Context: an optimization exercise on an open-source flow, tuned for small area. The choices shown serve that exercise and are no tape-out recipe. RTL that was checked went through simulation tests only; none was proved equivalent to the original. No functional check of the RTL was part of runs 2 to 5. Power and IR drop assume default switching activity.

==> flow/design.v <==
module bullsCows (
    input logic [15:0] guess,
    input logic confirm,
    input logic clock,
    input logic reset,
    output logic [5:0] d1,
    output logic [5:0] d2,
    output logic [5:0] d3,
    output logic [5:0] d4,
    output logic [5:0] d5,
    output logic [5:0] d6,
    output logic [5:0] d7,
    output logic [5:0] d8,
    output logic [7:0] j1_count,
    output logic [7:0] j2_count
  );
  typedef enum {
      SECRET_J1,
      SECRET_J2,
      GUESS_J1,
      GUESS_J2,
      DISPLAY,
      FIM
  } state_t;
state_t current_state;
logic [2:0] bulls, cows;
logic [7:0] aux;
logic [15:0] secret_j1, secret_j2;
logic [15:0] guess_i;
logic confirmed, jogador;
logic btn_prev, btn_tick;
  always @(posedge clock) begin
    btn_tick <= confirm & ~btn_prev;
    btn_prev <= confirm;
  end
  function automatic repetidos(input logic [15:0] arr);
    logic [3:0] num0, num1, num2, num3;
    num0 = arr[3:0];
    num1 = arr[7:4];
    num2 = arr[11:8];
    num3 = arr[15:12];
    if (num0 == num1 || num0 == num2 || num0 == num3 ||
        num1 == num2 || num1 == num3 || num2 == num3) begin
      repetidos = 1'b1;
    end else begin
      repetidos = 1'b0;
    end
  endfunction
  function automatic [2:0] count_bulls(input logic [15:0] guess, input logic [15:0] secret);
    logic [3:0] num0, num1, num2, num3;
    logic [2:0] bulls;
    num0 = guess[3:0];
    num1 = guess[7:4];
    num2 = guess[11:8];
    num3 = guess[15:12];
    bulls = 0;
    if (num0 == secret[3:0]) bulls = bulls + 1;
    if (num1 == secret[7:4]) bulls = bulls + 1;
    if (num2 == secret[11:8]) bulls = bulls + 1;
    if (num3 == secret[15:12]) bulls = bulls + 1;
    count_bulls = bulls;
  endfunction
  function automatic [2:0] count_cows(input logic [15:0] guess, input logic [15:0] secret);
    logic [3:0] g0, g1, g2, g3;
    logic [3:0] s0, s1, s2, s3;
    logic [2:0] cows;
    logic bull0, bull1, bull2, bull3;
    g0 = guess[3:0];
    g1 = guess[7:4];
    g2 = guess[11:8];
    g3 = guess[15:12];
    s0 = secret[3:0];
    s1 = secret[7:4];
    s2 = secret[11:8];
    s3 = secret[15:12];
    bull0 = (g0 == s0);
    bull1 = (g1 == s1);
    bull2 = (g2 == s2);
    bull3 = (g3 == s3);
    cows = 0;
    if (!bull0 && (g0 == s1 || g0 == s2 || g0 == s3)) cows += 1;
    if (!bull1 && (g1 == s0 || g1 == s2 || g1 == s3)) cows += 1;
    if (!bull2 && (g2 == s0 || g2 == s1 || g2 == s3)) cows += 1;
    if (!bull3 && (g3 == s0 || g3 == s1 || g3 == s2)) cows += 1;
    count_cows = cows;
  endfunction
  always @(posedge clock , posedge reset) begin
    if (reset) begin
      current_state <= SECRET_J1;
      d1 <= 6'b100001; d2 <= 6'b100001; d3 <= 6'b100001; d4 <= 6'b100001;
      d5 <= 6'b100001; d6 <= 6'b100001; d7 <= 6'b100001; d8 <= 6'b100001;
      j1_count <= 0;
      j2_count <= 0;
      bulls <= 0;
      cows <= 0;
      secret_j1 <= 0;
      secret_j2 <= 0;
      confirmed <= 0;
      jogador <= 0;
    end else begin
      case (current_state)
        SECRET_J1: begin
          d1 <= 6'b111011; d2 <= 6'b111001; d3 <= 6'b101111; d4 <= 6'b111101;
          d5 <= 6'b101011; d6 <= 6'b000001; d7 <= 6'b100011; d8 <= 6'b110111;
          if (btn_tick) begin
            if (repetidos(guess)) begin
              d1 <= 6'b100001; d2 <= 6'b100001; d3 <= 6'b100001; d4 <= 6'b100001;
              d5 <= 6'b100001; d6 <= 6'b100001; d7 <= 6'b100001; d8 <= 6'b100001;
            end else begin
              secret_j1 <= guess;
              current_state <= SECRET_J2;
            end
          end
        end
        SECRET_J2: begin
          d1 <= 6'b111011; d2 <= 6'b111001; d3 <= 6'b101111; d4 <= 6'b111101;
          d5 <= 6'b101011; d6 <= 6'b000001; d7 <= 6'b100101; d8 <= 6'b110111;
          if (btn_tick) begin
            if (repetidos(guess)) begin
              d1 <= 6'b100001; d2 <= 6'b100001; d3 <= 6'b100001; d4 <= 6'b100001;
              d5 <= 6'b100001; d6 <= 6'b100001; d7 <= 6'b100001; d8 <= 6'b100001;
            end else begin
              secret_j2 <= guess;
              current_state <= GUESS_J1;
            end
          end
        end
        GUESS_J1: begin
          d1 <= 6'b000000; d2 <= 6'b000000; d3 <= 6'b000000; d4 <= 6'b000000;
          d5 <= 6'b000000; d6 <= 6'b000000; d7 <= 6'b100011; d8 <= 6'b110111;
          if (btn_tick) begin
            logic [2:0] current_bulls, current_cows;
              current_bulls = count_bulls(guess, secret_j2);
                      current_cows = count_cows(guess, secret_j2);
            bulls <= current_bulls;
            cows <= current_cows;
            if (current_bulls == 3'b100) begin  
              j1_count <= j1_count + 1;
              current_state <= FIM;
            end else begin 
              jogador <= 0;
              current_state <= DISPLAY;
            end
          end
        end
        GUESS_J2: begin
          d1 <= 6'b000000; d2 <= 6'b000000; d3 <= 6'b000000; d4 <= 6'b000000;
          d5 <= 6'b000000; d6 <= 6'b000000; d7 <= 6'b100101; d8 <= 6'b110111;
          if (btn_tick) begin
            logic [2:0] current_bulls, current_cows;
            current_bulls = count_bulls(guess, secret_j1);
            current_cows = count_cows(guess, secret_j1);
            bulls <= current_bulls;
            cows <= current_cows;
            if (current_bulls == 3'b100) begin  
              j2_count <= j2_count + 1;
              current_state <= FIM;
            end else begin
              jogador <= 1;
              current_state <= DISPLAY;
            end
          end
        end
        DISPLAY: begin
          d1 <= 6'b110101;
          d2 <= 6'b111001;
          d3 <= 6'b000000;
          d4 <= {2'b10, cows, 1'b1};
          d5 <= 6'b100001;
          d6 <= 6'b101111;
          d7 <= 6'b000000;
          d8 <= {2'b10, bulls, 1'b1};
          if (btn_tick) begin
            bulls <= 0;
            cows <= 0;
            current_state <= !jogador ? GUESS_J2 : GUESS_J1;
          end
        end
        FIM: begin
          d1 <= 6'b111101; d2 <= 6'b101001; d3 <= 6'b111101; d4 <= 6'b101011;
          d5 <= 6'b110011; d6 <= 6'b110011; d7 <= 6'b111001; d8 <= 6'b110001;
          if (btn_tick) begin
            current_state <= SECRET_J1;
          end
        end
      endcase
    end
  end
endmodule
==> flow/run.sh <==
#!/bin/bash
# synth_recipe.tcl (not shown) runs the flow's synth.tcl, then flattens the netlist and writes it again
# the make line also repeats each setting of config.mk as NAME=value (left out here)
make -C /OpenROAD-flow-scripts/flow DESIGN_CONFIG=/design/flow/config.mk WORK_HOME=/design/flow/orfs CLKGATE_MAP_FILE= SYNTH_SCRIPT=/design/flow/synth_recipe.tcl finish
==> flow/config.mk <==
export PLATFORM = sky130hd
export DESIGN_NAME = bullsCows
export DESIGN_NICKNAME = bullsCows
export VERILOG_FILES = /design/flow/design.v
export SDC_FILE = /design/flow/constraint.sdc
export NUM_CORES = 4
export LEC_CHECK = 0
export CAP_MARGIN = 20
export CORE_MARGIN = 2
export CORE_UTILIZATION = 40
export SLEW_MARGIN = 20
==> flow/constraint.sdc <==
create_clock -name core_clock -period 5.0 [get_ports {clock}]
set_input_delay 1.0000 -clock core_clock [delete_from_list [all_inputs] [get_ports {clock}]]
set_output_delay 1.0000 -clock core_clock [all_outputs]
set_load 0.01 [all_outputs]
==> results.cfg, run 1 <==
[status]
status = timing/DRC/antenna clean

[drt]
ant_nets = 0
wl_per_cell_um = 17.19
drt_iter0_drc = 254
drc_errors = 0
avgViaCountPerCell = 5.248
num_vias = 4613
first_pass_iters = 4
wl_mm = 15.11

[sta]
relSlewSlack_pct = 43.71
rsz0062_at_grt = no
fmax_mhz = 240.3
tightest_slew_ns = 0.8444
fin_skew_ns = 0.007077
period_needed_ns = 4.161
hold_viol_final = 0
period_share_pct = 83.23
whs_ns = 0.3884
tns_ns = 0
setup_ws_ns = 0.8385
slew_viol_final = 0
setup_viol_count_final = 0

[min_path]
hold_path_startpoint = btn_prev
min_path_type = register to register

[floorplan]
start_util_pct = 40.42
die_w_um = 130.0
die_h_um = 130.0
core_um2 = 15710
io_pins = 83
rows = 46
dieArea_um2 = 16900

[clock_network]
clk_pin_slew_ns = 0.07
root_buffer = clkbuf_16
cts_buffer_depth = 2
cts_tree = built
cts_sinks = 84
cts_buffers = 9
post-cts-setup-buffers = 0
holdBufCountCts = 0
ctsResizeCount = 0
htreeDepth = 3
insertion_delay_ns = 0.35

[critical_path]
critPathLaunchType = input pin
crit_path_start = guess[1]
cp.required_ns = 5.24
cp.arrival_ns = 4.40
critPathMaxFanout = 9
cp-end-kind = register
criticalPathCategory = input pin to register
r2r_start = secret_j2[1]

[yosys]
syn_inst = 637
seq_area_frac_synth_pct = 33.02
netlist_top_cells_area = dfrtp_1 31%, xnor2_1 13%, xor2_1 10%
yosysUniqueCellTypes = 68
netlist_area_um2 = 6351
synth_warnings = 1
async_flop_share_pct = 97.62
synth_top_area_share_pct = 30.73
synth-edff-count = 0
yosys_register_bits = 84
synth_top_cells_by_count = 94 x xnor2_1, 78 x dfrtp_1, 74 x xor2_1
yosysMostFrequentCell = xnor2_1
yosysTopAreaCell = dfrtp_1
synth_ff_type = dfrtp_1
avgSynthCellArea_um2 = 9.970

[power]
leakagePower_nw = 2.977
power_density_nw_per_um2 = 546.8
p_seq_share_pct = 34.6
irDropWorstVdd_mv = 0.3347
clock_power_share_pct = 16.1
swShare_pct = 41.49
combPwrFrac_pct = 49.3
p_int_mw = 2.332
power.switching_mw = 1.654

[finish]
areaGrowthSynthToFinish_pct = 14.80
fill_cells = 1465
multiInputGateArea_um2 = 3640
antenna_cells = 0
regArea_um2 = 2097
final_area_um2 = 7291
drive_gt1_share_pct = 15.54
layout.nets = 689

[global_route]
overflow = 0
antenna_found_initial = 0
grt_max_degree = 60
grt_pass1_vias = 4654
grt_pass1_wl_mm = 24.98
grt_usage_pct = 19.16

[placement]
place_congestion = 0.8910
dpl_cell_area_um2 = 7008
dp_hpwl_mm = 10.98
port-buffer-count = 77
dpl_worst_slack_ns = 0.4931

[job]
cap_violations = 0
flip-flops by register name, indices dropped and copies added, names as in the netlist, 5 cells and up:
| register | cells |
|---|---|
| j2_count | 8 |
| j1_count | 8 |
| secret_j2 | 16 |
| secret_j1 | 16 |
| d6 | 5 |
power by group through the flow:
| stage | clock network, mW | logic, mW | registers [mW] |
|---|---|---|---|
| 2_1_floorplan | 0 | 1.76 | 1.09 |
| 3_3_place_gp | 0 | 1.92 | 1.37 |
| 3_5_place_dp | 0 | 1.97 | 1.39 |
| 4_1_cts | 0.664 | 1.98 | 1.38 |
| 5_1_grt | 0.694 | 2.18 | 1.42 |
| 6_report | 0.642 | 1.97 | 1.38 |
layout make-up:
class / instances / share of cell area, %
Timing Repair Buffer: 101 / 13.04
Clock buffer: 9 / 3.089
Tap cell: 216 / 3.707
Sequential cell: 84 / 28.76
Multi-Input combinational cell: 449 / 49.92
Clock inverter: 7 / 0.7723
Inverter: 13 / 0.7036
worst paths after layout:
path	end	slack, ns	depth (start not counted)
max	j1_count[1]	0.84	10
min	btn_tick	0.39	1
max reg2reg	j1_count[1]	1.72	9
min reg2reg	btn_tick	0.39	1
max in group asynchronous	secret_j1[13]	3.08	3
min in group asynchronous	d7[4]	1.12	2
routing by layer:
layer,wire [um],vias up,share of wire (%),track usage (%)
li1,-,2178,-,-
met1,6940,2258,46,25.32
met3,779,34,5.2,4.674
met2,7002,143,46,30.67
met4,392,0,2.6,6.894
met5,0,-,0,0
logic make-up (layout without fill, tap and decap cells):
logic type | after synthesis | after routing | share of synthesized area (%)
xor gates and xnor gates | 174 | 174 | 24.80
and+or+nand+nor | 146 | 146 | 14.24
adders and majority gates | 12 | 12 | 2.364
muxes | 39 | 39 | 7.486
DFF | 84 | 84 | 33.02
AOI/OAI and AO/OA | 73 | 73 | 8.117
other | 2 | 5 | 0.1182
buffers and inverters | 107 | 130 | 9.850
critical path, stage by stage:
cell             delay, ns
clkdlybuf4s50_1       0.62
xor2_1                0.25
nor4_1                0.60
ha_1                  0.38
xnor2_1               0.14
ha_1                  0.19
a211oi_1              0.33
o211ai_2              0.32
nor3_4                0.25
mux2_4                0.31
stage by stage:
stage	util, %	total power, mW	cells
final	46.40	3.986	879
after global routing	46.40	4.301	879
after CTS	46.39	4.022	879
after detailed placement	44.60	3.355	863
after global placement	44.60	3.290	863
after floorplan	-	2.858	640
cells in the final DEF (no fill, tap or decap), types with 12 or more instances in the layout:
master and instances:
xnor2_1 94, dfrtp_1 78, clkdlybuf4s50_1 77, xor2_1 74, nand2_1 34, nand4_1 28
buf_4 24, mux2_2 23, a21oi_1 17, nor2_1 14, inv_1 12, and3_1 12
ha_1 12
==> run 2, diff against run 1 <==
==> flow/design.v (replaced) <==
module bullsCows (
    input logic [15:0] guess,
    input logic confirm,
    input logic clock,
    input logic reset,
    output logic [5:0] d1,
    output logic [5:0] d2,
    output logic [5:0] d3,
    output logic [5:0] d4,
    output logic [5:0] d5,
    output logic [5:0] d6,
    output logic [5:0] d7,
    output logic [5:0] d8,
    output logic [7:0] j1_count,
    output logic [7:0] j2_count
  );
  localparam logic [1:0] PS = 2'b00, PG = 2'b01, PD = 2'b10, PF = 2'b11;
  logic [1:0] ph;
  logic pl;
  logic [1:0] dph;
  logic dpl;
  logic [15:0] secret_j1, secret_j2;
  logic [1:0] bulls;
  logic [2:0] cows;
  logic btn_prev, btn_tick;
  always @(posedge clock) begin
    btn_tick <= confirm & ~btn_prev;
    btn_prev <= confirm;
  end
  wire setup = (ph == PS);
  wire guessing = (ph == PG);
  wire [15:0] opb = setup ? guess : (pl ? secret_j1 : secret_j2);
  logic [15:0] eq;
  logic [3:0] bl, cw;
  genvar gi, gj;
  generate
    for (gi = 0; gi < 4; gi++) begin : g_i
      for (gj = 0; gj < 4; gj++) begin : g_j
        assign eq[4*gi+gj] = (guess[4*gi +: 4] == opb[4*gj +: 4]);
      end
      assign bl[gi] = eq[5*gi];
      assign cw[gi] = |(eq[4*gi +: 4] & ~(4'b0001 << gi));
    end
  endgenerate
  wire rep = |cw;
  wire win = &bl;
  wire [1:0] nb = bl[0] + bl[1] + bl[2] + bl[3];
  wire [2:0] nc = cw[0] + cw[1] + cw[2] + cw[3];
  always @(posedge clock) begin
    if (btn_tick) begin
      if (setup && !rep && !pl) secret_j1 <= guess;
      if (setup && !rep && pl) secret_j2 <= guess;
      if (guessing) begin
        bulls <= nb;
        cows <= nc;
      end
    end
  end
  always @(posedge clock, posedge reset) begin
    if (reset) begin
      ph <= PS;
      pl <= 1'b0;
      dph <= PF;
      dpl <= 1'b1;
      j1_count <= 0;
      j2_count <= 0;
    end else begin
      if (setup && btn_tick && rep) begin
        dph <= PF;
        dpl <= 1'b1;
      end else begin
        dph <= ph;
        dpl <= pl;
      end
      if (btn_tick) begin
        case (ph)
          PS: if (!rep) begin
                ph <= pl ? PG : PS;
                pl <= ~pl;
              end
          PG: if (win) begin
                ph <= PF;
                pl <= 1'b0;
                if (pl) j2_count <= j2_count + 1;
                else j1_count <= j1_count + 1;
              end else ph <= PD;
          PD: begin
                ph <= PG;
                pl <= ~pl;
              end
          default: ph <= PS;
        endcase
      end
    end
  end
  wire cT = (dph == PS);
  wire cG = (dph == PG);
  wire cD = (dph == PD);
  wire cF = (dph == PF) & ~dpl;
  wire cB = (dph == PF) & dpl;
  always_comb begin
    d1 = 6'b000000; d2 = 6'b000000; d3 = 6'b000000; d4 = 6'b000000;
    d5 = 6'b000000; d6 = 6'b000000; d7 = 6'b000000; d8 = 6'b000000;
    if (cB) begin
      d1 = 6'b100001; d2 = 6'b100001; d3 = 6'b100001; d4 = 6'b100001;
      d5 = 6'b100001; d6 = 6'b100001; d7 = 6'b100001; d8 = 6'b100001;
    end
    if (cT) begin
      d1 = 6'b111011; d2 = 6'b111001; d3 = 6'b101111; d4 = 6'b111101;
      d5 = 6'b101011; d6 = 6'b000001; d7 = dpl ? 6'b100101 : 6'b100011; d8 = 6'b110111;
    end
    if (cG) begin
      d7 = dpl ? 6'b100101 : 6'b100011; d8 = 6'b110111;
    end
    if (cD) begin
      d1 = 6'b110101; d2 = 6'b111001; d3 = 6'b000000; d4 = {2'b10, cows, 1'b1};
      d5 = 6'b100001; d6 = 6'b101111; d7 = 6'b000000; d8 = {3'b100, bulls, 1'b1};
    end
    if (cF) begin
      d1 = 6'b111101; d2 = 6'b101001; d3 = 6'b111101; d4 = 6'b101011;
      d5 = 6'b110011; d6 = 6'b110011; d7 = 6'b111001; d8 = 6'b110001;
    end
  end
endmodule
==> flow/flow/run.sh (new file) <==
#!/bin/bash
# Standard layout, but with the smallest buffer on each input and output port,
# and power recovery (downsizing of non-critical gates) after global routing.
set -euo pipefail
export BUFFER_PORTS_ARGS="-buffer_cell sky130_fd_sc_hd__buf_1"
export RECOVER_POWER=100
bash standard.sh > make_finish.log 2>&1
==> flow/standard.sh (new file) <==
#!/bin/bash
# synth_recipe.tcl (not shown) runs the flow's synth.tcl, then flattens the netlist and writes it again
# the make line also repeats each setting of config.mk as NAME=value (left out here)
make -C /OpenROAD-flow-scripts/flow DESIGN_CONFIG=/design/flow/config.mk WORK_HOME=/design/flow/orfs CLKGATE_MAP_FILE= SYNTH_SCRIPT=/design/flow/synth_recipe.tcl "${@:-finish}"
removed: flow/run.sh
==> results.cfg, run 2 <==
[status]
status = timing/DRC/antenna clean

[critical_path]
cpMostUsedCell = nand3_1
crit_end = secret_j1[11]
rr_worst_depth = 9
path_cells = or2_0 > a21o_1 > xor2_1 > nand4_1 > nand3_1 > nor4_2 > nand3_1 > nor2_1 > buf_4
crit_path_max_incr_delay_ns = 0.99
criticalPathCategory = register to register
cp.arrival_ns = 3.97
timing.rr.end = secret_j1[11]
r2r_start = ph[1]
critPathLaunchType = register
cp-end-kind = register
slowest_stage = or2_0
ff2ff_setup_slack_ns = 1.05
critPathMaxFanout = 22
cp.required_ns = 5.02
crit_path_start = ph[1]

[floorplan]
die_w_um = 102.4
dieArea_um2 = 10480
core_um2 = 9328
start_util_pct = 41.49
rows = 35
io_pins = 83
die_h_um = 102.4

[sta]
period_needed_ns = 3.955
hold_viol_final = 0
period_share_pct = 79.10
rsz0062_at_grt = no
slew_viol_final = 0
tightest_slew_ns = 1.195
tns_ns = 0
fin_skew_ns = 0.01115
relSlewSlack_pct = 20.33
setup_ws_ns = 1.045
whs_ns = 0.3837
fmax_mhz = 252.8
setup_viol_count_final = 0

[yosys]
synthMuxAreaShare_pct = 4.817
synth_ff_type = edfxtp_1
synth_xor_area_share_pct = 17.88
syn_inst = 356
yosysTopAreaCell = edfxtp_1
synth_top_cells_by_count = 54 x xor2_1, 37 x edfxtp_1, 30 x buf_4
netlist_area_um2 = 3870
synth_warnings = 1
avgSynthCellArea_um2 = 10.87
synth_top_family_by_area = XOR/XNOR gates
synth_top_area_share_pct = 28.71
netlist_top_cells_area = edfxtp_1 29%, dfrtp_1 12%, xor2_1 12%
seq_area_frac_synth_pct = 44.07
yosysUniqueCellTypes = 41
yosysMostFrequentCell = xor2_1
yosys_register_bits = 61
synthAdderAreaFrac_pct = 2.974
synth_compound_area_share_pct = 7.759
synth_simple_gate_area_share_pct = 11.87
synth-edff-count = 37
async_flop_share_pct = 36.07

[placement]
dpl_worst_slack_ns = 1.389
dpl_cell_area_um2 = 3995
dp_hpwl_mm = 5.644
place_congestion = 0.9383
port-buffer-count = 76

[power]
leakagePower_nw = 1.681
irDropWorstVdd_mv = 0.1991
power_density_nw_per_um2 = 582.9

[min_path]
hold_path_depth = 1
min_path_type = register to register

[global_route]
grt_pass1_wl_mm = 12.10
overflow = 0
grt_max_degree = 25
antenna_found_initial = 0
grt_usage_pct = 15.27
grt_pass1_vias = 2342

[drt]
drt_iter0_drc = 198
first_pass_iters = 4
ant_nets = 0
wl_per_cell_um = 14.88
avgViaCountPerCell = 4.951
wl_mm = 7.828
num_vias = 2604
drc_errors = 0

[clock_network]
htreeDepth = 3
post-cts-setup-buffers = 0
holdBufCountCts = 0
clk_pin_slew_ns = 0.07
cts_sinks = 61
cts_buffer_depth = 2
cts_tree = built
root_buffer = clkbuf_8
insertion_delay_ns = 0.34
cts_buffers = 9
ctsResizeCount = 0

[finish]
fin_util_pct = 44.79
antenna_cells = 0
layout.nets = 419
areaGrowthSynthToFinish_pct = 7.954
final_area_um2 = 4178
top_regs = secret_j1: 16 flops, secret_j2: 16 flops
layout_common_cells = 60 x buf_1, 54 x xor2_1, 37 x edfxtp_1
final_common_cell = buf_1
drive_gt1_share_pct = 6.801

[job]
cap_violations = 0
[run 2: cell count changes in the layout (fill, tap and decap cells not counted), moves of 22 or more]
cell and change:
clkdlybuf4s50_1 -77, nand2_1 -26, xnor2_1 -69, buf_4 -22, dfrtp_1 -59, edfxtp_1 +37
buf_1 +60
[run 2: cell type report]
type | instances | area (um2)
inverter | 14 | 52.55
tap | 129 | 161.4
timing repair buffer | 78 | 300.3
clock inverter | 2 | 10.01
fill | 890 | 5150
sequential | 61 | 1705
clock buffer | 14 | 205.2
multi-input combinational | 228 | 1743
[run 2: cell families after synthesis]
family | after synthesis
AO/OA/AOI/OAI | 38
AND/OR/NAND/NOR | 79
adder cells (fa/ha/maj) | 8
XOR/XNOR | 79
other | 2
multiplexers | 18
buffers and inverters | 71
flip-flops | 61
[run 2: per-stage QoR]
stage / power (mW) / instances
after floorplan: 1.791 / 360
after global placement: 1.992 / 510
after detailed placement: 2.007 / 510
after CTS: 2.470 / 526
after global routing: 2.641 / 526
final: 2.435 / 526
[run 2: how the worst min path moves through the flow]
stage	start	to	slack [ns]
finish	btn_prev	btn_tick	0.38
global route	btn_prev	btn_tick	0.40
CTS	btn_prev	btn_tick	0.39
detailed placement	btn_prev	btn_tick	0.38
global placement	btn_prev	btn_tick	0.37
floorplan	btn_prev	btn_tick	0.37
[run 2: report_power, final]
part           leakage (nW)  switching, mW  internal [mW]  total, mW
combinational         0.964          0.743          0.463       1.21
clock                 0.113          0.185          0.266      0.451
sequential            0.605          0.132          0.647      0.779
total                  1.68           1.06           1.38       2.44
[run 2: worst max-delay path, delay by kind of cell, from the launching register on]
family                    cells  cell delay [ns]
and+or+nand+nor               6             2.07
buffers and inverters         1             0.28
DFF                           1             0.82
AOI/OAI and AO/OA             1             0.35
xor gates and xnor gates      1             0.10
[run 2: routing by layer]
metal  vias to the layer above  track usage (%)  wire [um]  share of wire [%]
li1                       1266                -          -                  -
met1                      1237            20.77       3710                 47
met2                        88            23.48       3584                 46
met3                        13            2.873        370                4.7
met4                         0            7.487        163                2.1
met5                         -                0          0                  0
==> run 3, diff against run 2 <==
--- a/flow/config.mk
+++ b/flow/config.mk
@@ -9,3 +9,4 @@
 export CORE_MARGIN = 2
-export CORE_UTILIZATION = 40
+export CORE_UTILIZATION = 70
+export CTS_BUF_LIST = sky130_fd_sc_hd__clkbuf_8
 export SLEW_MARGIN = 20
==> results.cfg, run 3 <==
[drt]
num_vias = 2563
wl_mm = 6.955
ant_nets = 0
drt_iter0_drc = 148
drc_errors = 0
avgViaCountPerCell = 5.465
first_pass_iters = 4
wl_per_cell_um = 14.83

[placement]
dpl_worst_slack_ns = 1.452
place_congestion = 1.010
dp_hpwl_mm = 5.085
port-buffer-count = 76
dpl_cell_area_um2 = 3924

[finish]
antenna_cells = 0
final_area_um2 = 4093
top_regs = secret_j1: 16 flops, secret_j2: 16 flops
fill_cells = 397
layout.nets = 419
areaGrowthSynthToFinish_pct = 5.755
drive_gt1_share_pct = 6.801
final_common_cell = buf_1
layout_common_cells = 60 x buf_1, 54 x xor2_1, 37 x edfxtp_1

[sta]
tns_ns = 0
tightest_slew_ns = 1.166
setup_ws_ns = 1.095
setup_viol_count_final = 0
slew_viol_final = 0
whs_ns = 0.3870
fmax_mhz = 256.1
fin_skew_ns = 0.01117
relSlewSlack_pct = 22.27
period_share_pct = 78.10
hold_viol_final = 0
rsz0062_at_grt = no
period_needed_ns = 3.905

[yosys]
yosysMostFrequentCell = xor2_1
synth-edff-count = 37
syn_inst = 356
async_flop_share_pct = 36.07
synth_top_family_by_area = XOR/XNOR gates
synth_top_cells_by_count = 54 x xor2_1, 37 x edfxtp_1, 30 x buf_4
synth_ff_type = edfxtp_1
yosys_register_bits = 61
synth_warnings = 1
yosysUniqueCellTypes = 41
synth_compound_area_share_pct = 7.759
synth_top_area_share_pct = 28.71
netlist_area_um2 = 3870
seq_area_frac_synth_pct = 44.07
synth_simple_gate_area_share_pct = 11.87
synth_xor_area_share_pct = 17.88
synthMuxAreaShare_pct = 4.817
synthAdderAreaFrac_pct = 2.974
avgSynthCellArea_um2 = 10.87
yosysTopAreaCell = edfxtp_1
netlist_top_cells_area = edfxtp_1 29%, dfrtp_1 12%, xor2_1 12%

[clock_network]
cts_sinks = 61
root_buffer = clkbuf_8
holdBufCountCts = 0
post-cts-setup-buffers = 0
cts_tree = built
cts_buffers = 9
insertion_delay_ns = 0.34
htreeDepth = 3
cts_buffer_depth = 2
ctsResizeCount = 0
clk_pin_slew_ns = 0.07

[floorplan]
die_h_um = 78.36
dieArea_um2 = 6140
start_util_pct = 71.60
die_w_um = 78.36
rows = 27
core_um2 = 5405
io_pins = 83

[min_path]
min_path_type = register to register
hold_path_startpoint = btn_prev

[critical_path]
critPathLaunchType = register
r2r_start = pl
crit_path_start = pl
cp.required_ns = 5.27
cp-end-kind = register
criticalPathCategory = register to register
cp.arrival_ns = 4.18
critPathMaxFanout = 21

[global_route]
antenna_found_initial = 0
grt_pass1_vias = 2364
grt_usage_pct = 24.81
grt_max_degree = 25
grt_pass1_wl_mm = 11.54
overflow = 0

[job]
cap_violations = 0

[status]
status = timing/DRC/antenna clean

[power]
irDropWorstVdd_mv = 0.3180
power_density_nw_per_um2 = 581.6
leakagePower_nw = 1.679
## run 3: cell counts after synthesis
No cell type changed its count.
## run 3: stage by stage
step,util (%),total power [mW],std cells
after floorplan,-,1.791,360
after global placement,72.59,1.950,453
after detailed placement,72.59,1.961,453
after CTS,76.32,2.403,469
after global routing,75.72,2.568,469
final,75.72,2.380,469
## run 3: cell type report
cell class	count	area [um2]	area share, %
inverter	14	52.55	1.284
timing repair buffer	78	300.3	7.337
clock inverter	5	50.05	1.223
tap	72	90.09	2.201
clock buffer	11	151.4	3.699
multi-input combinational	228	1743	42.59
sequential	61	1705	41.67
## run 3: logic make-up (layout without fill, tap and decap cells)
logic type | after synthesis | count (layout)
xor gates and xnor gates | 79 | 79
AOI/OAI and AO/OA | 38 | 38
adders and majority gates | 8 | 8
DFF | 61 | 61
buffers and inverters | 71 | 108
other | 2 | 6
muxes | 18 | 18
and+or+nand+nor | 79 | 79
## run 3: metal layers
metal  track usage [%]  part of all wire, %  up-vias  routed length [um]
li1                  -                    -     1262                   -
met1             35.75                   47     1196                3284
met2             36.81                   44       89                3064
met3             5.862                  6.5       16                 451
met4             9.474                  2.2        0                 154
met5                 0                    0        -                   0
## run 3: final timing paths
check	endpoint	slack [ns]	depth (start not counted)
setup / recovery	j1_count[7]	1.10	7
hold / removal	btn_tick	0.39	1
setup reg to reg	j1_count[7]	1.10	7
hold reg to reg	btn_tick	0.39	1
max in group asynchronous	j1_count[3]	3.73	2
min in group asynchronous	j1_count[0]	0.77	2
## run 3: where the power goes
part | internal (mW) | switching (mW)
registers | 0.647 | 0.126
clock network | 0.254 | 0.180
logic | 0.461 | 0.713
## run 3: critical path: stages (launching register included)
cell and delay [ns]:
dfrtp_1 1.03, mux2i_1 0.36, xnor2_1 0.10, o41ai_1 0.87, nand2_2 0.16, or4_1 0.69, nor4_1 0.42, xor2_1 0.18
==> run 4, diff against run 3 <==
--- a/flow/config.mk
+++ b/flow/config.mk
@@ -10,3 +10,3 @@
 export CORE_UTILIZATION = 70
-export CTS_BUF_LIST = sky130_fd_sc_hd__clkbuf_8
+export CTS_BUF_LIST = sky130_fd_sc_hd__clkbuf_4
 export SLEW_MARGIN = 20
==> results.cfg, run 4 <==
[global_route]
grt_pass1_wl_mm = 11.52
grt_max_degree = 25
overflow = 0
grt_pass1_vias = 2366
antenna_found_initial = 0
grt_usage_pct = 24.69

[finish]
layout.nets = 419
areaGrowthSynthToFinish_pct = 3.880
drive_gt1_share_pct = 6.801
fill_cells = 402
multiInputGateArea_um2 = 1743
antenna_cells = 0
top_regs = secret_j1: 16 flops, secret_j2: 16 flops
final_common_cell = buf_1
final_cells = 469
fin_util_pct = 74.38
regArea_um2 = 1705
layout_common_cells = 60 x buf_1, 54 x xor2_1, 37 x edfxtp_1

[drt]
first_pass_iters = 4
avgViaCountPerCell = 5.510
ant_nets = 0
drc_errors = 0
drt_iter0_drc = 152
num_vias = 2584
wl_mm = 6.985
wl_per_cell_um = 14.89

[floorplan]
die_h_um = 78.36
die_w_um = 78.36
core_um2 = 5405
rows = 27
dieArea_um2 = 6140
start_util_pct = 71.60
io_pins = 83

[sta]
fin_skew_ns = 0.02060
setup_viol_count_final = 0
setup_ws_ns = 1.072
tns_ns = 0
hold_viol_final = 0
period_needed_ns = 3.928
fmax_mhz = 254.6
period_share_pct = 78.56
slew_viol_final = 0
relSlewSlack_pct = 21.95
rsz0062_at_grt = no
tightest_slew_ns = 1.171

[yosys]
synth_top_cells_by_count = 54 x xor2_1, 37 x edfxtp_1, 30 x buf_4
netlist_top_cells_area = edfxtp_1 29%, dfrtp_1 12%, xor2_1 12%
async_flop_share_pct = 36.07
netlist_area_um2 = 3870
yosysMostFrequentCell = xor2_1
avgSynthCellArea_um2 = 10.87
syn_inst = 356
yosysUniqueCellTypes = 41
synth_warnings = 1
synth-edff-count = 37
synth_top_area_share_pct = 28.71
yosysTopAreaCell = edfxtp_1
yosys_register_bits = 61
synth_ff_type = edfxtp_1
seq_area_frac_synth_pct = 44.07

[min_path]
whs_endpoint = btn_tick
hold_path_depth = 1
hold_path_startpoint = btn_prev
min_path_type = register to register

[clock_network]
htreeDepth = 3
clk_pin_slew_ns = 0.11
root_buffer = clkbuf_4
post-cts-setup-buffers = 0
insertion_delay_ns = 0.42
cts_buffer_depth = 2
cts_tree = built
cts_sinks = 61
holdBufCountCts = 0
ctsResizeCount = 0
cts_buffers = 9

[power]
power_density_nw_per_um2 = 564.5
irDropWorstVdd_mv = 0.3464
leakagePower_nw = 1.647

[placement]
placed_cells = 453
dpl_worst_slack_ns = 1.452
dp_hpwl_mm = 5.085
port-buffer-count = 76
place_congestion = 1.010

[critical_path]
critPathLaunchType = register
criticalPathCategory = register to register
critPathMaxFanout = 21
rr_worst_depth = 7
r2r_start = pl
ff2ff_setup_slack_ns = 1.07
timing.rr.end = j1_count[7]
cp.required_ns = 5.35
cp-end-kind = register
cp.arrival_ns = 4.28

[job]
cap_violations = 0

[status]
status = timing/DRC/antenna clean
-- run 4: worst max-delay path by stage --
stage	startpoint	to	slack [ns]	depth (start not counted)
2_1_floorplan	guess[9]	secret_j1[0]	1.42	9
3_3_place_gp	guess[9]	secret_j1[12]	1.48	10
3_5_place_dp	guess[8]	secret_j1[12]	1.45	10
4_1_cts	ph[0]	secret_j1[10]	1.42	9
5_1_grt	ph[0]	secret_j2[10]	0.78	9
6_report	pl	j1_count[7]	1.07	7
-- run 4: layout make-up --
type	instances	share of cell area [%]
Multi-Input combinational cell	228	43.36
Sequential cell	61	42.42
Timing Repair Buffer	78	7.470
Tap cell	72	2.241
Clock buffer	10	1.867
Clock inverter	6	1.338
Inverter	14	1.307
-- run 4: cell families after synthesis --
family	share of synthesized area [%]
xor+xnor	17.88
simple gates	11.87
buf+inv	10.44
flops	44.07
compound gates	7.760
mux	4.817
fa+ha+maj	2.974
other cells	0.1941
-- run 4: power by group --
group          switching [mW]  leakage [nW]  internal [mW]
registers               0.128         0.605          0.646
clock network           0.172        0.0782          0.154
logic                   0.710         0.964          0.459
-- run 4: stage by stage --
step	power [mW]	hold WS (ns)	area (um2)
after floorplan	1.791	0.3674	3885
after global placement	1.950	0.3713	3924
after detailed placement	1.961	0.3812	3924
after CTS	2.288	0.3939	4053
after global routing	2.455	0.4213	4020
final	2.269	0.3909	4020
-- run 4: metal layers --
layer / up-vias / wire length, um / global-route usage [%]
met4: 0 / 182 / 11.05
met3: 18 / 435 / 4.483
met5: - / 0 / 0
met1: 1209 / 3288 / 35.83
met2: 96 / 3078 / 36.55
li1: 1261 / - / -
-- run 4: critical path, cell delays in order, from the launching register on --
cell and delay [ns]:
dfrtp_1 1.05, mux2i_1 0.36, xnor2_1 0.10, o41ai_1 0.86, nand2_2 0.16, or4_1 0.69, nor4_1 0.42, xor2_1 0.18
==> run 5, diff against run 4 <==
==> flow/flow/run.sh (replaced) <==
#!/bin/bash
# Standard layout, but with the smallest buffer on each input and output port.
set -euo pipefail
export BUFFER_PORTS_ARGS="-buffer_cell sky130_fd_sc_hd__buf_1"
bash standard.sh > make_finish.log 2>&1
--- a/flow/config.mk
+++ b/flow/config.mk
@@ -9,4 +9,3 @@
 export CORE_MARGIN = 2
-export CORE_UTILIZATION = 70
-export CTS_BUF_LIST = sky130_fd_sc_hd__clkbuf_4
+export CORE_UTILIZATION = 40
 export SLEW_MARGIN = 20
==> results.cfg, run 5 <==
[clock_network]
holdBufCountCts = 0
cts_buffers = 9
root_buffer = clkbuf_8
cts_buffer_depth = 2
cts_tree = built
htreeDepth = 3
clk_pin_slew_ns = 0.07
cts_sinks = 61
post-cts-setup-buffers = 0
insertion_delay_ns = 0.33
ctsResizeCount = 0

[drt]
num_vias = 2600
wl_mm = 7.772
drt_iter0_drc = 223
avgViaCountPerCell = 4.943
ant_nets = 0
first_pass_iters = 4
drc_errors = 0
wl_per_cell_um = 14.78

[yosys]
syn_inst = 356
async_flop_share_pct = 36.07
seq_area_frac_synth_pct = 44.07
synth_warnings = 1
yosys_register_bits = 61
synth_ff_type = edfxtp_1
synth_top_area_share_pct = 28.71
synth-edff-count = 37
netlist_top_cells_area = edfxtp_1 29%, dfrtp_1 12%, xor2_1 12%
avgSynthCellArea_um2 = 10.87
netlist_area_um2 = 3870
synth_top_cells_by_count = 54 x xor2_1, 37 x edfxtp_1, 30 x buf_4
yosysMostFrequentCell = xor2_1
yosysUniqueCellTypes = 41
yosysTopAreaCell = edfxtp_1

[global_route]
grt_max_degree = 25
grt_pass1_wl_mm = 12.10
overflow = 0
antenna_found_initial = 0
grt_usage_pct = 15.27
grt_pass1_vias = 2342

[placement]
placed_cells = 510
dp_hpwl_mm = 5.644
place_congestion = 0.9383
port-buffer-count = 76
dpl_cell_area_um2 = 3995

[sta]
tightest_slew_ns = 1.087
slew_viol_final = 0
hold_viol_final = 0
period_needed_ns = 3.655
setup_viol_count_final = 0
fin_skew_ns = 0.009512
rsz0062_at_grt = no
fmax_mhz = 273.6
relSlewSlack_pct = 27.53
period_share_pct = 73.09
tns_ns = 0

[finish]
layout.nets = 419
fill_cells = 882
areaGrowthSynthToFinish_pct = 8.794
final_cells = 526
regArea_um2 = 1705
layout_common_cells = 76 x buf_1, 54 x xor2_1, 37 x edfxtp_1
final_common_cell = buf_1
final_area_um2 = 4210
multiInputGateArea_um2 = 1775
top_regs = secret_j1: 16 flops, secret_j2: 16 flops
drive_gt1_share_pct = 8.564
antenna_cells = 0

[power]
p_int_mw = 1.382
irDropWorstVdd_mv = 0.2000
clock_power_share_pct = 18.4
combPwrFrac_pct = 49.7
leakagePower_nw = 1.691
finalPower_mw = 2.446
swShare_pct = 43.48
p_seq_share_pct = 32.0
power_density_nw_per_um2 = 580.9
power.switching_mw = 1.063

[critical_path]
critPathLaunchType = register
cp.required_ns = 5.01
critPathMaxFanout = 22
cp-end-kind = register
cp.arrival_ns = 3.66
criticalPathCategory = register to register

[min_path]
min_path_type = register to register

[job]
cap_violations = 0

[floorplan]
start_util_pct = 41.49
core_um2 = 9328
die_w_um = 102.4
dieArea_um2 = 10480
io_pins = 83
rows = 35
die_h_um = 102.4

[status]
status = timing/DRC/antenna clean
==> run 5: cell counts after synthesis <==
Identical to the previous run, type by type.
==> run 5: cell families after synthesis <==
kind of cell,synth area share (%)
AND/OR/NAND/NOR,11.87
XOR/XNOR,17.88
adder cells (fa/ha/maj),2.974
multiplexers,4.817
AO/OA/AOI/OAI,7.760
other,0.1941
buffers and inverters,10.44
flip-flops,44.07
==> run 5: worst max-delay path: stages (launching register included) <==
cell     delay (ns)
dfrtp_1        0.82
or2_1          0.68
a21o_1         0.33
xor2_1         0.10
nand4_1        0.15
nand3_1        0.16
nor4_2         0.50
nand3_1        0.17
nor2_1         0.11
buf_4          0.29
==> run 5: stage by stage <==
stage | util, % | worst slack [ns] | hold WS (ns)
after floorplan | - | 1.416 | 0.3674
after global placement | 42.83 | 1.428 | 0.3734
after detailed placement | 42.83 | 1.389 | 0.3757
after CTS | 45.14 | 1.358 | 0.3853
after global routing | 45.14 | 1.044 | 0.3964
final | 45.14 | 1.345 | 0.3840
==> run 5: routing by layer <==
layer | GRT usage, % | routed length, um | up-vias
li1 | - | - | 1259
met1 | 20.77 | 3651 | 1234
met2 | 23.48 | 3581 | 95
met3 | 2.873 | 395 | 12
met4 | 7.487 | 144 | 0
met5 | 0 | 0 | -
==> run 5: worst paths after layout <==
check,startpoint,end,slack (ns),cells after the start
max reg2reg,ph[1],secret_j1[11],1.35,9
max in group asynchronous,reset,pl,3.67,2
min reg2reg,btn_prev,btn_tick,0.38,1
min in group asynchronous,reset,j2_count[5],0.80,2
max,ph[1],secret_j1[11],1.35,9
min,btn_prev,btn_tick,0.38,1
==> run 5: layout make-up <==
cell class / count / area share (%)
Multi-Input combinational cell: 228 / 42.17
Sequential cell: 61 / 40.51
Timing Repair Buffer: 78 / 7.132
Clock buffer: 14 / 4.874
Tap cell: 129 / 3.834
Inverter: 14 / 1.248
Clock inverter: 2 / 0.2377
==> run 5: power by group through the flow <==
stage / registers, mW / clock network, mW / logic [mW]
after floorplan: 0.722 / 0 / 1.07
after global placement: 0.789 / 0 / 1.20
after detailed placement: 0.794 / 0 / 1.21
after CTS: 0.784 / 0.463 / 1.22
after global routing: 0.799 / 0.481 / 1.37
final: 0.782 / 0.449 / 1.21
==> run 6, diff against run 5 <==
--- a/flow/design.v
+++ b/flow/design.v
@@ -16,7 +16,5 @@
   );
-  localparam logic [1:0] PS = 2'b00, PG = 2'b01, PD = 2'b10, PF = 2'b11;
-  logic [1:0] ph;
-  logic pl;
-  logic [1:0] dph;
-  logic dpl;
+  localparam logic [2:0] S1 = 3'd0, S2 = 3'd1, G1 = 3'd2, G2 = 3'd3,
+                         D1 = 3'd4, D2 = 3'd5, FM = 3'd6, BL = 3'd7;
+  logic [2:0] st, dm;
   logic [15:0] secret_j1, secret_j2;
@@ -29,5 +27,9 @@
   end
-  wire setup = (ph == PS);
-  wire guessing = (ph == PG);
-  wire [15:0] opb = setup ? guess : (pl ? secret_j1 : secret_j2);
+  wire setup = (st == S1) | (st == S2);
+  logic [15:0] opb;
+  always_comb begin
+    if (setup) opb = guess;
+    else if (st == G1) opb = secret_j2;
+    else opb = secret_j1;
+  end
   logic [15:0] eq;
@@ -50,5 +52,5 @@
     if (btn_tick) begin
-      if (setup && !rep && !pl) secret_j1 <= guess;
-      if (setup && !rep && pl) secret_j2 <= guess;
-      if (guessing) begin
+      if (st == S1 && !rep) secret_j1 <= guess;
+      if (st == S2 && !rep) secret_j2 <= guess;
+      if (st == G1 || st == G2) begin
         bulls <= nb;
@@ -60,6 +62,4 @@
     if (reset) begin
-      ph <= PS;
-      pl <= 1'b0;
-      dph <= PF;
-      dpl <= 1'b1;
+      st <= S1;
+      dm <= BL;
       j1_count <= 0;
@@ -67,26 +67,12 @@
     end else begin
-      if (setup && btn_tick && rep) begin
-        dph <= PF;
-        dpl <= 1'b1;
-      end else begin
-        dph <= ph;
-        dpl <= pl;
-      end
+      dm <= (setup && btn_tick && rep) ? BL : st;
       if (btn_tick) begin
-        case (ph)
-          PS: if (!rep) begin
-                ph <= pl ? PG : PS;
-                pl <= ~pl;
-              end
-          PG: if (win) begin
-                ph <= PF;
-                pl <= 1'b0;
-                if (pl) j2_count <= j2_count + 1;
-                else j1_count <= j1_count + 1;
-              end else ph <= PD;
-          PD: begin
-                ph <= PG;
-                pl <= ~pl;
-              end
-          default: ph <= PS;
+        case (st)
+          S1: if (!rep) st <= S2;
+          S2: if (!rep) st <= G1;
+          G1: if (win) begin st <= FM; j1_count <= j1_count + 1; end else st <= D1;
+          G2: if (win) begin st <= FM; j2_count <= j2_count + 1; end else st <= D2;
+          D1: st <= G2;
+          D2: st <= G1;
+          default: st <= S1;
         endcase
@@ -95,7 +81,8 @@
   end
-  wire cT = (dph == PS);
-  wire cG = (dph == PG);
-  wire cD = (dph == PD);
-  wire cF = (dph == PF) & ~dpl;
-  wire cB = (dph == PF) & dpl;
+  wire cB = (dm == BL);
+  wire cT = (dm == S1) | (dm == S2);
+  wire cG = (dm == G1) | (dm == G2);
+  wire cD = (dm == D1) | (dm == D2);
+  wire cF = (dm == FM);
+  wire p = dm[0];
   always_comb begin
@@ -109,6 +96,6 @@
       d1 = 6'b111011; d2 = 6'b111001; d3 = 6'b101111; d4 = 6'b111101;
-      d5 = 6'b101011; d6 = 6'b000001; d7 = dpl ? 6'b100101 : 6'b100011; d8 = 6'b110111;
+      d5 = 6'b101011; d6 = 6'b000001; d7 = p ? 6'b100101 : 6'b100011; d8 = 6'b110111;
     end
     if (cG) begin
-      d7 = dpl ? 6'b100101 : 6'b100011; d8 = 6'b110111;
+      d7 = p ? 6'b100101 : 6'b100011; d8 = 6'b110111;
     end
==> flow/run.sh (new file) <==
#!/bin/bash
# synth_recipe.tcl (not shown) runs the flow's synth.tcl, then flattens the netlist and writes it again
# the make line also repeats each setting of config.mk as NAME=value (left out here)
make -C /OpenROAD-flow-scripts/flow DESIGN_CONFIG=/design/flow/config.mk WORK_HOME=/design/flow/orfs CLKGATE_MAP_FILE= SYNTH_SCRIPT=/design/flow/synth_recipe.tcl finish
removed: flow/flow/run.sh
removed: flow/standard.sh
==> results.cfg, run 6 <==
[critical_path]
cp-end-kind = register
rr_worst_depth = 10
critPathLaunchType = input pin
cp.required_ns = 5.03
critPathMaxFanout = 16
cp.arrival_ns = 4.18
criticalPathCategory = input pin to register

[global_route]
grt_max_degree = 23
grt_pass1_vias = 3025
antenna_found_initial = 0
overflow = 0
grt_pass1_wl_mm = 15.57
grt_usage_pct = 17.87

[clock_network]
root_buffer = clkbuf_8
insertion_delay_ns = 0.35
post-cts-setup-buffers = 0
htreeDepth = 3
cts_sinks = 61
cts_tree = built
cts_buffer_depth = 2
ctsResizeCount = 0
holdBufCountCts = 0
clk_pin_slew_ns = 0.08
cts_buffers = 9

[job]
cap_violations = 0

[sta]
rsz0062_at_grt = no
whs_ns = 0.3867
slew_viol_final = 0
period_share_pct = 82.90
fin_skew_ns = 0.01209
setup_viol_count_final = 0
tns_ns = 0
hold_viol_final = 0
relSlewSlack_pct = 24.87
tightest_slew_ns = 1.125
fmax_mhz = 241.2
period_needed_ns = 4.145

[finish]
layout.nets = 472
fill_cells = 955
top_regs = secret_j1: 16 flops, secret_j2: 16 flops
final_area_um2 = 4974
multiInputGateArea_um2 = 2043
drive_gt1_share_pct = 8.000
final_common_cell = clkdlybuf4s50_1
regArea_um2 = 1705
final_cells = 586
layout_common_cells = 76 x clkdlybuf4s50_1, 69 x xnor2_1, 37 x edfxtp_1
areaGrowthSynthToFinish_pct = 19.51
antenna_cells = 0

[floorplan]
die_w_um = 106
io_pins = 83
core_um2 = 10230
die_h_um = 106
start_util_pct = 40.68
rows = 37
dieArea_um2 = 11240

[power]
combPwrFrac_pct = 55.0
leakagePower_nw = 1.829
swShare_pct = 41.24
p_int_mw = 1.515
power_density_nw_per_um2 = 518.5
clock_power_share_pct = 16.8
p_seq_share_pct = 28.2
power.switching_mw = 1.064
irDropWorstVdd_mv = 0.2166

[yosys]
synth_top_area_share_pct = 26.70
yosysUniqueCellTypes = 58
synth-edff-count = 37
seq_area_frac_synth_pct = 40.98
netlist_area_um2 = 4161
synth_top_cells_by_count = 69 x xnor2_1, 37 x edfxtp_1, 33 x buf_4
async_flop_share_pct = 36.07
syn_inst = 408
yosysTopAreaCell = edfxtp_1
netlist_top_cells_area = edfxtp_1 27%, xnor2_1 15%, dfrtp_1 11%
synth_ff_type = edfxtp_1
avgSynthCellArea_um2 = 10.20
yosys_register_bits = 61
yosysMostFrequentCell = xnor2_1
synth_warnings = 1

[min_path]
min_path_type = register to register
hold_path_depth = 1

[placement]
placed_cells = 570
port-buffer-count = 76
dpl_cell_area_um2 = 4773
dp_hpwl_mm = 7.037
place_congestion = 0.8512

[drt]
wl_mm = 9.708
avgViaCountPerCell = 5.312
first_pass_iters = 4
drc_errors = 0
ant_nets = 0
drt_iter0_drc = 209
num_vias = 3113
wl_per_cell_um = 16.57

[status]
status = timing/DRC/antenna clean
## run 6: worst paths after layout
check	startpoint	endpoint	slack [ns]
setup reg to reg	st[1]	secret_j2[5]	0.96
hold / removal	btn_prev	btn_tick	0.39
min in group asynchronous	reset	j1_count[7]	1.10
max in group asynchronous	reset	st[2]	3.39
setup / recovery	guess[11]	secret_j2[5]	0.85
hold reg to reg	btn_prev	btn_tick	0.39
## run 6: kinds of logic (layout without fill, tap and decap cells)
kind of cell,after synthesis,count (layout),synth area share [%]
XOR/XNOR,89,89,18.73
buffers and inverters,75,113,10.40
multiplexers,2,2,0.5412
AND/OR/NAND/NOR,105,105,14.43
other,2,6,0.1805
flip-flops,61,61,40.98
adder cells (fa/ha/maj),8,8,2.766
AO/OA/AOI/OAI,66,66,11.97
## run 6: power groups by stage
stage                     Combinational, mW  Clock [mW]  Sequential (mW)
final                                  1.42       0.435            0.727
after global routing                   1.55       0.474            0.739
after CTS                              1.42       0.449            0.728
after detailed placement               1.41           0            0.739
after global placement                 1.39           0            0.737
after floorplan                        1.01           0            0.703
## run 6: layout make-up
type	count	share of cell area (%)
Clock inverter	6	1.031
Timing Repair Buffer	80	15.90
Multi-Input combinational cell	276	41.08
Inverter	17	1.283
Sequential cell	61	34.29
Clock buffer	10	2.994
Tap cell	136	3.421
## run 6: metal layers
metal | track usage [%] | routed length, um | vias up | share of wire [%]
li1 | - | - | 1477 | -
met1 | 22.76 | 4223 | 1479 | 44
met2 | 29.91 | 4649 | 140 | 48
met3 | 4.169 | 680 | 17 | 7.0
met4 | 6.015 | 154 | 0 | 1.6
met5 | 0 | 0 | - | 0
## run 6: critical path: stages
cell and delay, ns:
clkdlybuf4s50_1 0.62, a221oi_1 0.82, xnor2_1 0.21, nor4_1 0.09, nor3_1 0.39, nand4_1 0.32, or2_1 0.32, nor2_1 0.11
buf_4 0.27
## run 6: stage by stage
step	power [mW]	worst slack, ns	utilization [%]
2_1_floorplan	1.711	0.9967	-
3_3_place_gp	2.126	0.5203	46.66
3_5_place_dp	2.149	0.5095	46.66
4_1_cts	2.597	0.8654	48.61
5_1_grt	2.762	0.6849	48.61
6_report	2.579	0.8548	48.61

-- port drivers added, routing unchanged --
No port has a modelled driver above. Below, the same layouts with a new extraction and two added sets of constraints.
Step 1 sets driving cells, clkbuf_16 on the clock port and buf_2 on the other inputs (assumed; they add their load-dependent delay and slew).
Step 2, shift: input delay + t, output delay - t, t = (earliest + latest rising clock arrival at the registers) / 2. This alone moves slack from input paths to output paths.
a / b / c = ideal / step 1 / step 2; a / b = the first two.
run | t, ns | setup WS [ns] | worst data-port slew with drivers (ns) | pins driven straight from the clock port
run 1 | 0.389 | 0.839 / 0.853 / 0.464 | 0.03 | 1
run 2 | 0.360 | 1.045 / 1.045 / 1.045 | 0.03 | 1
run 3 | 0.365 | 1.095 / 1.095 / 1.095 | 0.04 | 1
run 4 | 0.432 | 1.072 / 1.072 / 1.072 | 0.04 | 1
run 5 | 0.354 | 1.345 / 1.345 / 1.345 | 0.03 | 1
run 6 | 0.377 | 0.855 / 0.864 / 0.487 | 0.03 | 1
After both steps every run listed still meets setup and hold. The setup slack of run 1, which loses most, moves by +0.014 ns with the drivers and by -0.375 ns with both steps.
